From an optimization exercise on the open Yosys and OpenROAD flow, aimed at small area and a short achievable clock period; shortcuts taken in it are not production practice. The RTL was checked by simulation tests, not by an equivalence proof against the original design. Power is estimated from default activity; no workload was simulated.

==> flow/design.v <==
module cpreg
#(
    parameter WIDTH = 4
)
(
    input wire i_CLK,
    input wire i_RSTn,
    input wire i_READY, i_VALID,
    output reg o_READY, o_VALID,
    input wire [WIDTH-1 : 0] i_D,
    output reg [WIDTH-1 : 0] o_Q   
);
    reg s_LATCH, s_VALID;
    reg [1:0] s_state;
    localparam [1:0] 
        S0 = 2'b00, 
        S1 = 2'b01,
        S2 = 2'b11;
    always @(posedge i_CLK or negedge i_RSTn)
        if (i_RSTn == 1'b0)
            s_VALID <= 1'b0;
        else
            s_VALID <= i_VALID;
    always @(posedge i_CLK)
        if (s_LATCH == 1'b1)
            o_Q <= i_D;
    always @(posedge i_CLK or negedge i_RSTn)
        if(i_RSTn == 1'b0)
            s_state <= S0;
        else
            case(s_state)
                S0: if(i_VALID == 1'b1)
                        s_state <= S1;
                S1: if(i_READY == 1'b0)
                        s_state <= S2;
                    else
                        if(i_VALID == 1'b0)
                            s_state <= S0;
                S2: if(i_READY == 1'b1)
                        if(s_VALID)
                            s_state <= S1;
                        else
                            s_state <= S0;
                default:
                        s_state <= S0;
            endcase
    always @(*) 
    begin
        s_LATCH = 1'b1;
        o_READY = 1'b1;
        o_VALID = 1'b1;
        case (s_state)
            S0: begin
                    o_VALID = 1'b0;
                end
            S1: begin
                    if (i_READY == 1'b0)
                        s_LATCH = 1'b0;
                end
            S2: begin
                    s_LATCH = 1'b0;
                    o_READY = 1'b0;
                end
        endcase
    end
endmodule
module ALU #(
    parameter WIDTH = 8
)
(
    input wire signed [WIDTH-1:0] i_arg0,
    input wire signed [WIDTH-1:0] i_arg1,
    input wire [1:0] i_oper,
    output wire [WIDTH+2:0] o_Y, 
    input wire i_CLK,
    input wire i_RSTn,
    input wire i_VALID,
    output wire o_READY,
    output wire o_VALID,
    input wire i_READY
);
    reg signed [WIDTH-1:0] o_result;
    reg [2:0] o_flag;  
    reg [WIDTH:0] temp_add_sub;
    reg [2*WIDTH-1:0] temp_vec;
    integer i;
    always @(*) begin
        o_result = {WIDTH{1'b0}};
        o_flag = {3{1'b0}};
        temp_add_sub = {(WIDTH+1){1'b0}};
        case(i_oper)
           2'b00: begin
                temp_add_sub = i_arg0 + i_arg1; 
                o_result = temp_add_sub[WIDTH-1:0];
                o_flag[1] = temp_add_sub[WIDTH];
                o_flag[0] = (i_arg0[WIDTH-1] == i_arg1[WIDTH-1]) && (o_result[WIDTH-1] != i_arg0[WIDTH-1]);
            end
            2'b01: begin
                {o_flag[1], o_result} = $unsigned(i_arg0) - $unsigned(i_arg1);
                o_flag[0] = (i_arg0[WIDTH-1] != i_arg1[WIDTH-1]) && (o_result[WIDTH-1] != i_arg0[WIDTH-1]);
            end
            2'b10: begin
                o_result = i_arg0 & i_arg1;
                o_flag[1] = 1'b0;
                o_flag[0] = 1'b0;
            end
            2'b11: begin
                temp_vec = {i_arg1, i_arg0};
                o_result = 0;
                for(i = 0; i < 2*WIDTH; i = i + 1) begin
                    o_result = o_result + temp_vec[i];
                end
            end
        endcase
        o_flag[2] = (o_result == {WIDTH{1'b0}});
    end
    cpreg #(
        .WIDTH(WIDTH + 3)
    ) u_preg (
        .i_CLK(i_CLK),
        .i_RSTn(i_RSTn),
        .i_VALID(i_VALID),
        .o_READY(o_READY),
        .o_VALID(o_VALID),
        .i_READY(i_READY),
        .i_D({o_result, o_flag}),
        .o_Q(o_Y)
    );
endmodule
module REGS #(
    parameter DATA_WIDTH = 8,
    parameter ADDR_WIDTH = 5,
    parameter REG_COUNT  = 32
)
(
    input wire i_CLK,
    input wire i_RSTn,
    input wire [ADDR_WIDTH-1:0] i_reg0,
    input wire [ADDR_WIDTH-1:0] i_reg1,
    input wire [ADDR_WIDTH-1:0] i_reg2,
    input wire [DATA_WIDTH-1:0] i_data2,
    output reg [DATA_WIDTH-1:0] o_data0,
    output reg [DATA_WIDTH-1:0] o_data1
);
    reg [DATA_WIDTH-1:0] registers [1:REG_COUNT-1];
    integer i;
    always @(*) begin
        if (i_reg0 == 0 || i_reg0 >= REG_COUNT)
            o_data0 = {DATA_WIDTH{1'b0}};
        else
            o_data0 = registers[i_reg0];
        if (i_reg1 == 0 || i_reg1 >= REG_COUNT)
            o_data1 = {DATA_WIDTH{1'b0}};
        else
            o_data1 = registers[i_reg1];
    end
    always @(posedge i_CLK or negedge i_RSTn) begin
        if (!i_RSTn) begin
            for (i = 1; i < REG_COUNT; i = i + 1) begin
                registers[i] <= {DATA_WIDTH{1'b0}};
            end
            registers[1] <= 8'd10;
            registers[2] <= 8'd5;
        end
        else
            if (i_reg2 != 0 && i_reg2 < REG_COUNT)
                registers[i_reg2] <= i_data2;
    end
endmodule
module CONTROL #(
    parameter INSTR_WIDTH = 32,
    parameter ADDR_WIDTH = 5
)
(
    input wire i_CLK,
    input wire i_RSTn,
    input wire [INSTR_WIDTH-1:0] i_instr,
    input wire i_valid,
    output reg o_ready,
    output wire [ADDR_WIDTH-1:0] o_reg0_addr,
    output wire [ADDR_WIDTH-1:0] o_reg1_addr,
    output reg [ADDR_WIDTH-1:0] o_reg2_addr,
    output reg [1:0] o_alu_oper,
    input wire i_alu_ready,
    output reg o_alu_valid
);
    wire [1:0] curr_oper = i_instr[31:30];
    wire [ADDR_WIDTH-1:0] curr_reg2 = i_instr[29:25];
    wire [ADDR_WIDTH-1:0] curr_reg0 = i_instr[24:20];
    wire [ADDR_WIDTH-1:0] curr_reg1 = i_instr[19:15];
    reg [ADDR_WIDTH-1:0] pending_dest_reg;
    reg pending_valid;
    wire hazard_detected;
    assign hazard_detected = pending_valid && (pending_dest_reg != 0) && ((curr_reg0 == pending_dest_reg) || (curr_reg1 == pending_dest_reg));
    assign o_reg0_addr = curr_reg0;
    assign o_reg1_addr = curr_reg1;
    always @(posedge i_CLK or negedge i_RSTn) begin
        if (!i_RSTn) begin
            o_ready <= 0;
            o_alu_valid <= 0;
            o_alu_oper <= 0;
            o_reg2_addr <= 0;
            pending_dest_reg <= 0;
            pending_valid <= 0;
        end
        else begin
            o_ready <= 1; 
            if (i_valid && !hazard_detected && i_alu_ready) begin
                o_alu_oper <= curr_oper;
                o_alu_valid <= 1;
                pending_dest_reg <= curr_reg2; 
                pending_valid <= 1;
                o_reg2_addr <= curr_reg2; 
            end
            else if (hazard_detected) begin
                o_alu_valid <= 0;
                o_ready <= 0; 
                pending_valid <= 0;
            end
            else begin
                o_alu_valid <= 0;
                pending_valid <= 0;
            end
        end
    end
endmodule
module CORE #(
    parameter DATA_WIDTH = 8
)
(
    input wire i_CLK,
    input wire i_RSTn,
    input wire [31:0] i_instr,
    input wire i_valid,
    input wire i_ready1,
    output wire o_ready,
    output wire [DATA_WIDTH-1:0] o_data1,
    output wire o_valid1
);
    wire [4:0] s_reg0_addr, s_reg1_addr, s_reg2_addr;
    wire [1:0] s_alu_oper;
    wire s_alu_start_valid;
    wire [4:0] s_wb_reg_addr;
    wire [DATA_WIDTH-1:0] s_op_a, s_op_b;
    wire s_alu_out_ready;
    wire [DATA_WIDTH+2:0] s_alu_result_packet;
    wire s_alu_done_valid;
    wire [DATA_WIDTH-1:0] s_result_data;
    reg [4:0] r_reg2_addr_delayed;
    assign s_wb_reg_addr = (s_alu_done_valid && i_ready1) ? r_reg2_addr_delayed : 5'd0;
    always @(posedge i_CLK or negedge i_RSTn) begin
        if(!i_RSTn) 
            r_reg2_addr_delayed <= 0;
        else if(s_alu_start_valid && s_alu_out_ready)
            r_reg2_addr_delayed <= s_reg2_addr;
    end
    CONTROL U_CTRL (
        .i_CLK(i_CLK), .i_RSTn(i_RSTn),
        .i_instr(i_instr),
        .i_valid(i_valid),
        .o_ready(o_ready),
        .o_reg0_addr(s_reg0_addr),
        .o_reg1_addr(s_reg1_addr),
        .o_reg2_addr(s_reg2_addr),
        .o_alu_oper(s_alu_oper),
        .i_alu_ready(s_alu_out_ready),
        .o_alu_valid(s_alu_start_valid)
    );
    REGS #(.DATA_WIDTH(DATA_WIDTH)) U_REGS (
        .i_CLK(i_CLK), .i_RSTn(i_RSTn),
        .i_reg0(s_reg0_addr),
        .i_reg1(s_reg1_addr),
        .i_reg2(s_wb_reg_addr), 
        .i_data2(s_result_data),
        .o_data0(s_op_a),
        .o_data1(s_op_b)
    );
    ALU #(.WIDTH(DATA_WIDTH)) U_ALU (
        .i_CLK(i_CLK), .i_RSTn(i_RSTn),
        .i_arg0(s_op_a),
        .i_arg1(s_op_b),
        .i_oper(s_alu_oper),
        .i_VALID(s_alu_start_valid),
        .o_READY(s_alu_out_ready),
        .o_VALID(s_alu_done_valid),
        .i_READY(i_ready1),
        .o_Y(s_alu_result_packet)
    );
    assign s_result_data = s_alu_result_packet[DATA_WIDTH+2 : 3];
    assign o_data1 = s_result_data;
    assign o_valid1 = s_alu_done_valid;
endmodule
==> flow/run.sh <==
#!/bin/bash
# synth_recipe.tcl (not shown) runs the flow's synth.tcl, then flattens the netlist and writes it again
# the make line also repeats each setting of config.mk as NAME=value (left out here)
make -C /OpenROAD-flow-scripts/flow DESIGN_CONFIG=/design/flow/config.mk WORK_HOME=/design/flow/orfs CLKGATE_MAP_FILE= SYNTH_SCRIPT=/design/flow/synth_recipe.tcl finish
==> flow/config.mk <==
export PLATFORM = sky130hd
export DESIGN_NAME = CORE
export DESIGN_NICKNAME = CORE
export VERILOG_FILES = /design/flow/design.v
export SDC_FILE = /design/flow/constraint.sdc
export NUM_CORES = 4
export LEC_CHECK = 0
export CAP_MARGIN = 20
export CORE_MARGIN = 2
export CORE_UTILIZATION = 40
export SETUP_SLACK_MARGIN = 0.3
export SLEW_MARGIN = 20
==> flow/constraint.sdc <==
create_clock -name core_clock -period 7.5 [get_ports {i_CLK}]
set_input_delay 1.5000 -clock core_clock [delete_from_list [all_inputs] [get_ports {i_CLK}]]
set_output_delay 1.5000 -clock core_clock [all_outputs]
set_load 0.01 [all_outputs]
==> impl_summary.log <==
[metrics] final net count: 1723
[metrics] number of endpoints with negative hold slack in the final report: 0
[metrics] area added between synthesis and finish: 24.36%
[metrics] number of synthesized flops with an enable pin: 8
[metrics] Crit path arrival time: 7.32 ns
[metrics] main flop type after synthesis: sky130_fd_sc_hd__dfrtp_1
[metrics] hold path startpoint: U_CTRL.pending_valid$_DFF_PN0_
[metrics] global-route usage over all layers: roughly 41%
[metrics] via count: 14560
[metrics] HPWL after detailed placement: ~63000 um
[metrics] number of distinct standard cells referenced by the synthesized netlist: 73
[metrics] number of DRC markers after the initial detailed-route iteration: slightly below 2000
[metrics] Yosys Warn Count: 6
[metrics] number of max-cap violations: 0
[metrics] Synth Cell Area: about 16000 sq um
[metrics] maximum number of pins on one net before global-route repair: between 150 and 200
[metrics] worst IR drop on VDD: 0.0001937 V
[metrics] worst stage delay on the critical path: 0.54 ns
[metrics] result of the run: complete, no violations
[metrics] overall die area: 41180 sq um
[metrics] slowest cell on the critical path: sky130_fd_sc_hd__fa_1
[metrics] total I/O pin count: 46
[metrics] buffer depth of the longest clock path: 3
[metrics] clock tree sinks: 273
[metrics] skew final: 0.01667 ns
[metrics] worst-case setup margin in the final layout: 0.4806 ns
[metrics] number of buffers inserted by port buffering: 30
[metrics] Max Clk Rate: between 100 and 150 MHz
[metrics] count of unresolved DRC violations after routing: 0
[metrics] mean area per synthesized cell: 10.96 sq um
[metrics] cell at the root of the clock tree: sky130_fd_sc_hd__clkbuf_16
[metrics] worst r2r dst: U_ALU.u_preg.o_Q[4]$_DFFE_PP_
[metrics] critical setup path kind: primary input to flip-flop
[metrics] number of core rows: 72
[metrics] register-to-register path setup slack: 1.78 ns
[metrics] startpoint of the most critical register-to-register path: U_REGS.registers[13][4]$_DFFE_PN0P_
[metrics] last weighted congestion value of the routability-driven placer: 1.069
[metrics] final worst path period share: 93.59%
[metrics] clock slew seen by the registers of the worst setup and hold paths: around 0.060 ns
[metrics] #FFs+latches synth: 273
[metrics] worst hold path depth: 0
[metrics] Slew Limit Fails: 0
[metrics] setup slack after placement: -0.4009 ns
[metrics] first-pass GRT wire length: 115300 um
[metrics] footprint of the flip-flops and latches: 6877 sq um
[metrics] share of post-route cells with drive strength above 1: 37.95%
[metrics] CP most frequent cell: sky130_fd_sc_hd__fa_1
[metrics] Inserted Clock Buffers: 34
[metrics] unrepaired setup endpoints after global routing: no
[metrics] Pwr Total: 6.560 mW
[metrics] worst hold path endpoint: U_ALU.u_preg.s_VALID$_DFF_PN0_
[metrics] wire length reported by the detailed router: 84250 um
[metrics] TritonCTS clock tree: built
[metrics] count of hold buffers inserted by post-cts repair: 0
[metrics] multi-input logic area: approximately 8600 sq um
[metrics] Syn Inst Count: 1445
[metrics] cell leakage power: 8.873 nW
[metrics] detailed-router iteration count before antenna repair: 6
[metrics] number of buffer and inverter instances along the worst setup path: 7
[metrics] net count of the mapped netlist: 1513
[metrics] Util after Layout: 50.70%
[metrics] largest delay contributor family on the critical path: adder cells
[metrics] placeable core area: 38830 sq um
[metrics] Max FO, Critical Path: 7
[metrics] Clock Latency Late Sink: between 0.5 and 0.6 ns
[metrics] post-synthesis async set-or-reset flop share: 97.07%
[metrics] Fin Setup TNS: 0 ns
[metrics] Setup-failing EPs final: 0
[metrics] number of inserted filler cells in the final layout: 3582
[metrics] Critical Path End Type: flip-flop
[metrics] slew of the pin with the lowest slew margin: 1.194 ns
[metrics] power per cell area: roughly 330 nW/um^2
[metrics] mean number of vias per cell: 6.635
[metrics] path type of the worst min-delay path: flip-flop to flip-flop
[metrics] antenna violation net count after detailed routing: 0
[metrics] CP Data Required Time: 7.80 ns
[metrics] relative slew slack: 20.30%
[metrics] y dimension of the die: slightly above 200 um
[metrics] sort of element at the start of the critical path: primary input
[metrics] DR WL/cell: 38.38 um
[metrics] crit path cell chain: clkdlybuf4s50_1 > buf_4 > nand2b_1 > buf_4 > nor4_1 > buf_4 > nand2_1 > nand4_1 > a221oi_2 > and3_1 > fa_1 > inv_1 > fa_1 > inv_1 > fa_1 > fa_1 > fa_2 > fa_1 > inv_1 > mux4_2
[metrics] min cycle time layout: 7.019 ns
[metrics] length in cells of the worst reg-to-reg path: 16
[metrics] vias in the first global route: between 10000 and 15000
[metrics] sequential-to-total area share from yosys stat: 43.44%
[metrics] effective utilization at floorplan: between 40 and 50%
[metrics] remaining global-route overflow: 0
[metrics] H-Tree Depth: 2
[metrics] number of antenna violations at the first check in global routing: 2
[metrics] horizontal extent of the die: just over 200 um
[worst register-to-register path: cells and delay by family, from the launching register on]
kind | cells | cell delay [ns]
adders and majority gates | 6 | 2.75
and+or+nand+nor | 2 | 0.90
muxes | 2 | 0.60
DFF | 1 | 0.42
AOI/OAI and AO/OA | 2 | 0.41
buffers and inverters | 4 | 0.38
[registers in the layout (all words and copies together), names as in the netlist]
| register | cells |
|---|---|
| r_reg2_addr_delayed | 5 |
| U_CTRL.pending_valid | 1 |
| U_CTRL.o_alu_oper | 2 |
| U_CTRL.o_reg2_addr | 5 |
| U_ALU.u_preg.s_state | 2 |
| U_CTRL.o_ready | 1 |
| U_ALU.u_preg.s_VALID | 1 |
| U_REGS.registers | 248 |
| U_ALU.u_preg.o_Q | 8 |
[per-layer routing]
metal | up-vias | wire, um | track usage, %
met5 | - | 13 | 0
met4 | 2 | 6370 | 25.55
met3 | 284 | 8978 | 11.11
met2 | 950 | 35090 | 59.99
met1 | 7410 | 33810 | 53.90
li1 | 5917 | - | -
[worst max path at each step]
stage,endpoint,from,slack [ns],cells past startpoint
floorplan,U_ALU.u_preg.o_Q[4]$_DFFE_PP_,i_instr[22],0.35,18
global placement,U_ALU.u_preg.o_Q[4]$_DFFE_PP_,i_instr[22],-0.36,17
detailed placement,U_ALU.u_preg.o_Q[4]$_DFFE_PP_,i_instr[22],-0.40,17
CTS,U_ALU.u_preg.o_Q[4]$_DFFE_PP_,i_instr[20],0.32,19
global route,U_ALU.u_preg.o_Q[4]$_DFFE_PP_,i_instr[20],0.32,19
finish,U_ALU.u_preg.o_Q[4]$_DFFE_PP_,i_instr[20],0.48,20
[stage by stage]
step	area [sq um]	std cells	hold WS, ns
global route	19680	2194	0.4204
floorplan	15830	1445	0.3729
finish	19690	2195	0.4125
global placement	18430	2133	0.3946
CTS	19610	2192	0.4108
detailed placement	18450	2134	0.3947
[placed cells by master (no fill, tap or decap), drive strengths merged, types with 23 or more instances in the layout]
cell and count:
mux2 276, dfrtp 261, buf 255, nor3 29
a21oi 28, clkbuf 47, nand3 50, nor2 85
a22oi 91, nand2 59, o21ai 32, nor2b 31
clkdlybuf4s50 23, a22o 27, a32oi 23, mux2i 32
[layout make-up]
type                            instances  share of cell area, %
Inverter                               22                 0.4195
Clock inverter                         10                 0.6801
Sequential cell                       273                  34.93
Tap cell                              518                  3.292
Clock buffer                           47                  5.154
Antenna cell                            1                0.01271
Multi-Input combinational cell       1046                  43.52
Timing Repair Buffer                  278                  11.99
[power breakdown]
group	internal, mW	switching [mW]	leakage (nW)
Clock	1.05	0.678	0.559
Sequential	2.00	0.650	3.63
Combinational	1.04	1.15	4.69
[synthesized netlist by cell type (all sizes together), types with 7 or more instances]
| master | n | area share (%) |
|---|---|---|
| and4 | 8 | 0.44 |
| o21ai | 32 | 1.0 |
| nor2 | 85 | 2.0 |
| xnor2 | 11 | 0.61 |
| nand3b | 16 | 0.76 |
| ha | 20 | 1.6 |
| o31ai | 8 | 0.38 |
| nor3 | 29 | 0.92 |
| nor2b | 31 | 1.2 |
| nand3 | 50 | 1.6 |
| a21oi | 28 | 0.89 |
| dfrtp | 261 | 41 |
| mux2 | 276 | 20 |
| nand2b | 13 | 0.51 |
| mux2i | 32 | 2.0 |
| a22o | 27 | 1.5 |
| a22oi | 91 | 4.3 |
| a221oi | 12 | 0.66 |
| a32oi | 23 | 1.3 |
| clkbuf | 79 | 1.9 |
| nor4 | 11 | 0.55 |
| inv | 21 | 0.50 |
| fa | 12 | 1.5 |
| a31oi | 11 | 0.43 |
| and2 | 15 | 0.59 |
| nand2 | 59 | 1.4 |
| or2 | 9 | 0.36 |
| edfxtp | 8 | 1.5 |
| buf | 25 | 0.73 |
| nand4 | 21 | 0.83 |
| or3 | 7 | 0.28 |
| and3 | 11 | 0.43 |
[kinds of logic (layout without fill, tap and decap cells)]
family / after synthesis / in the layout / synth area share [%]
flip-flops: 273 / 273 / 43.44
multiplexers: 313 / 313 / 22.37
AND/OR/NAND/NOR: 389 / 389 / 13.17
buffers and inverters: 126 / 357 / 3.122
XOR/XNOR: 17 / 17 / 0.9405
AO/OA/AOI/OAI: 295 / 295 / 13.86
adder cells (fa/ha/maj): 32 / 32 / 3.098
other: 0 / 1 / 0
[what timing repair did]
| item | CTS | global route |
|---|---|---|
| resized for setup | 2 | 12 |
| setup buffers | 1 | 0 |
| pin swaps | 1 | 6 |
| endpoints found under the setup margin | 3 | 4 |

==> re-timing with driven ports <==
The results above use ideal ports. As a check the final layout listed here was re-extracted and re-timed, cells and wires unchanged. Step 1, drivers: a clkbuf_16 drives i_CLK and a buf_2 each remaining input, both assumed. Step 2 also shifts input and output timing later by t, the mid clock arrival at the registers, as if the neighbouring blocks saw the same clock. Three values: ideal, step 1, step 2; two values: the first two.
t (ns): 0.609
setup WS [ns]: 0.481 / 0.491 / -0.119
worst setup path after step 2: input to register
With both steps, setup timing fails in this run, where it was met with ideal ports. The setup slack of this run moves by +0.010 ns with the drivers and by -0.600 ns with both steps.
